Background: an optimization exercise with open tools, aiming at small area and a short achievable clock period. Do not read the settings as production practice.
Function was checked by simulation only, so behaviour that the tests miss may differ from the original.
Power figures rest on the tool's default switching activity, not on a simulated workload.

// Risc_V
module Risc_V(
    input  logic        clk,
    input  logic        rst,
    output logic [31:0] imem_addr,
    input  logic [31:0] imem_data,
    output logic [31:0] dmem_addr,
    output logic [31:0] dmem_wdata,
    output logic        dmem_we,
    output logic        dmem_re,
    input  logic [31:0] dmem_rdata,
    output logic        wb_we,
    output logic [4:0]  wb_rd,
    output logic [31:0] wb_data
);
Settings: LEC_CHECK=0, CAP_MARGIN=20, CORE_MARGIN=2, CORE_UTILIZATION=40, CTS_CLUSTER_DIAMETER=120, CTS_CLUSTER_SIZE=25, SETUP_SLACK_MARGIN=4.8, SLEW_MARGIN=20, TNS_END_PERCENT=25; clock period 8.0 ns.
run.sh (not shown) runs the stock make flow with config.mk's settings and CLKGATE_MAP_FILE= SYNTH_SCRIPT=/design/flow/synth_recipe.tcl, a recipe that flattens the netlist after the stock synthesis.
The first run ran to the end with no violations.
Change:
--- a/flow/config.mk
+++ b/flow/config.mk
@@ -14,2 +14 @@
 export SLEW_MARGIN = 20
-export TNS_END_PERCENT = 25
Non-clock buffer count grows by 42.
Cell count rises by 0.32%.
Die area does not change.
Count of clock-buffer cells in the layout shrinks by 8.

* * *

Risc_V, a different RTL version from the one above (not shown whole).
Size: ~5500 cells after synthesis, roughly 200 I/O pins, about 0.065 mm^2 of cells after synthesis.
// Risc_V
module Risc_V(
    input  logic        clk,
    input  logic        rst,
    output logic [31:0] imem_addr,
    input  logic [31:0] imem_data,
    output logic [31:0] dmem_addr,
    output logic [31:0] dmem_wdata,
    output logic        dmem_we,
    output logic        dmem_re,
    input  logic [31:0] dmem_rdata,
    output logic        wb_we,
    output logic [4:0]  wb_rd,
    output logic [31:0] wb_data
);
export LEC_CHECK = 0
export CAP_MARGIN = 20
export CORE_MARGIN = 2
export CORE_UTILIZATION = 60
export SETUP_SLACK_MARGIN = 4.5
export SLEW_MARGIN = 20
export TNS_END_PERCENT = 10
create_clock -name core_clock -period 8.0 [get_ports {clk}]
The baseline passed the timing, design-rule and antenna checks.
Next try:
- CORE_UTILIZATION: 60 -> 40
- TNS_END_PERCENT: 10 -> default
After rerunning: Power came out higher by a few percent. Critical path depth came out higher by 4. Routed wire length came out higher by a few percent. Worst setup slack improved by 0.26 ns. Global-route usage came out lower by 16 points. Utilization came out lower by 22 points. Die area came out higher by well over a third. Worst hold slack improved by 0.019 ns. Synthesized cell count stays the same. Maximum frequency came out higher by a little under a tenth. Combinational power came out higher by a little under a tenth.

* * *

Setup of v30:
Risc_V with an RTL version that a note above also has.
For scale: roughly 200 I/O pins, roughly 66000 um2 of cells after synthesis.
Design Risc_V, start of the top module:
module Risc_V(
    input  logic        clk,
    input  logic        rst,
    output logic [31:0] imem_addr,
    input  logic [31:0] imem_data,
    output logic [31:0] dmem_addr,
    output logic [31:0] dmem_wdata,
    output logic        dmem_we,
    output logic        dmem_re,
    input  logic [31:0] dmem_rdata,
    output logic        wb_we,
    output logic [4:0]  wb_rd,
    output logic [31:0] wb_data
);
    logic [31:1] pc, pc_d1, bpc_x;
    logic [31:0] ir1;
    logic [3:0]  r1hi, r2hi;              
    logic [7:0]  r1lo, r2lo;
    logic [4:0]  cls1;                    
    logic        rw2, mtr2, src2, br2, mr2, mw2, ld2;
    logic [1:0]  aluop2;
    logic [4:0]  rd2;
    logic [2:0]  f3_2;
    logic [8:0]  op2;
    logic        sub2;
    logic        sw_ld, sw_mem;
    logic [31:0] aop, bop, sdat;
    logic        rw3, mtr3, br3, mr3, mw3, z3, n3;
    logic [4:0]  rd3;
    logic [2:0]  f3_3;
    logic [31:0] res3, st3;
    logic [31:1] bpc;
    logic        rw4;
    logic [4:0]  rd4;
  ...
clock: 8.0 ns
lec_check: 0
cap_margin: 20
core_margin: 2
core_utilization: 40
cts_cluster_diameter: 100
cts_cluster_size: 20
setup_slack_margin: 4.8
slew_margin: 20
tns_end_percent: 25
Relative to v30, the following input files were edited for v56:
- TNS_END_PERCENT: 25 -> 0
Notes after the runs:
- Clock skew down 0.0036 ns in v56 wrt v30
- Comparing v30 and v56, the higher met3 track demand over resource in global routing is on v30.
- Clock group share of total power (v56 over v30): increase, 0.3 points
- The total power in v56 was lower than what v30 gave.
- In v56, the internal power came out 0.80% below the value in v30.
- Taking v30 as the reference, in v56 minimum clock period +0.14 ns; period utilization +1.8 points; wire length -about 1.6%.
- Number of standard-cell rows in the floorplan: v56 vs v30 — no meaningful difference
- Number of stages on the worst setup path for v56: 6 up relative to v30
- Relative to v30, buffer and inverter count on the worst path has decreased by 1 in v56.
### v56 -> v46
- changing CTS_CLUSTER_DIAMETER from 100 to 120
- changing CTS_CLUSTER_SIZE from 20 to 25
- changing TNS_END_PERCENT from 0 to 50
Notes after the runs:
Every stage of the flow completed for v46, and the final layout passed the timing, design-rule and antenna checks.
Summary of v46 over v56: via count of the first global-routing pass went up 278, fraction of area in non-clock buffers picked up an extra 2.6 points, combinational fraction of design power +2.1 points, clock insertion delay at the later pin of the skew report has remained practically unchanged, cell area up 3.3%.
v56 -> v46: part of the Yosys area used for sequential elements flat
Delta (v46 minus v56): wire length saw an increase; total global routing track utilization saw an increase; register share of the cell area saw a decrease.
Compared with v56, v46 shows a higher fraction of the core area covered by cells at the end of the flow.
v46 vs v56 — total power dropped slightly

* * *

## the previous run
Risc_V, a different RTL version from the one above (not shown whole).
Size in the first run: roughly 1400 flip-flops, about 0.065 sq mm of cells after synthesis.
clock: 8.0 ns
lec_check: 0
cap_margin: 20
core_margin: 2
core_utilization: 50
cts_cluster_diameter: 100
cts_cluster_size: 20
setup_slack_margin: 5
slew_margin: 20
Input changes introduced in the current run (baseline for comparison: the previous run):
- SETUP_SLACK_MARGIN now 4.8, was 5
- CORE_UTILIZATION now 40, was 50
Findings:
The current run: placeable core area 25% above the previous run
Changes observed in the current run relative to the previous run: detailed-route wire length shows a reduction of 4.4%; utilization shows a reduction of 15 points; global-route usage shows a reduction of 13 points.

* * *

Another version of the RTL of Risc_V (not shown whole).
For scale: ~1400 flip-flops, about 200 I/O pins.
Settings: LEC_CHECK=0, CAP_MARGIN=20, CORE_MARGIN=2, CORE_UTILIZATION=40, CTS_CLUSTER_DIAMETER=100, CTS_CLUSTER_SIZE=20, SETUP_SLACK_MARGIN=4.8, SLEW_MARGIN=20, TNS_END_PERCENT=0; clock period 8.0 ns.
The first run completed without violations.
Change:
TNS_END_PERCENT = unset   (was 0)
What happened: The new run completed with no timing, DRC or antenna violations. Synthesized cell count stays the same. Power grows by 1.5%. Core utilization grows by 2.8 points. Design area grows by 6.1%.

## port drivers added, routing unchanged
How much do the figures lean on ideal ports? The routed layouts below were timed once more, with nothing changed but the port constraints. Step 1, drivers: a clkbuf_16 drives clk and a buf_2 each remaining input, both assumed. Step 2 moves the port delays by t, midway between the first and last clock arrival at a register: inputs arrive t later, outputs are due t later. That takes back most of the time a late clock gives input paths. a / b / c = ideal ports / drivers / drivers and shift; a / b = the first two.
run	t (ns)	setup WS [ns]	clock arrival spread, ns	slew at the worst register clock pin (ns)
the first run of note 1	0.824	4.544 / 4.457 / 4.064	0.049 / 0.049	0.12 / 0.12
the second run of note 1	0.823	4.640 / 4.640 / 4.265	0.070 / 0.070	0.12 / 0.12
the first run of note 2	0.861	4.093 / 4.093 / 4.093	0.064 / 0.065	0.07 / 0.07
the second run of note 2	0.896	4.350 / 4.339 / 4.132	0.042 / 0.042	0.07 / 0.07
v30	0.838	4.541 / 4.457 / 4.185	0.071 / 0.071	0.10 / 0.10
v56	0.832	4.398 / 4.398 / 4.132	0.070 / 0.070	0.10 / 0.10
v46	0.826	4.583 / 4.583 / 4.126	0.049 / 0.049	0.12 / 0.12
the previous run	0.837	4.456 / 4.456 / 4.030	0.103 / 0.103	0.10 / 0.10
the current run	0.840	4.359 / 4.359 / 4.200	0.072 / 0.072	0.10 / 0.10
the first run of note 5	0.812	4.386 / 4.386 / 3.989	0.095 / 0.096	0.10 / 0.10
the second run of note 5	0.826	4.510 / 4.510 / 4.364	0.085 / 0.085	0.10 / 0.10
After both steps setup and hold are still met in every run listed. For the first run of note 1, which loses most, drivers alone change the setup slack by -0.087 ns; drivers and shift together by -0.480 ns.
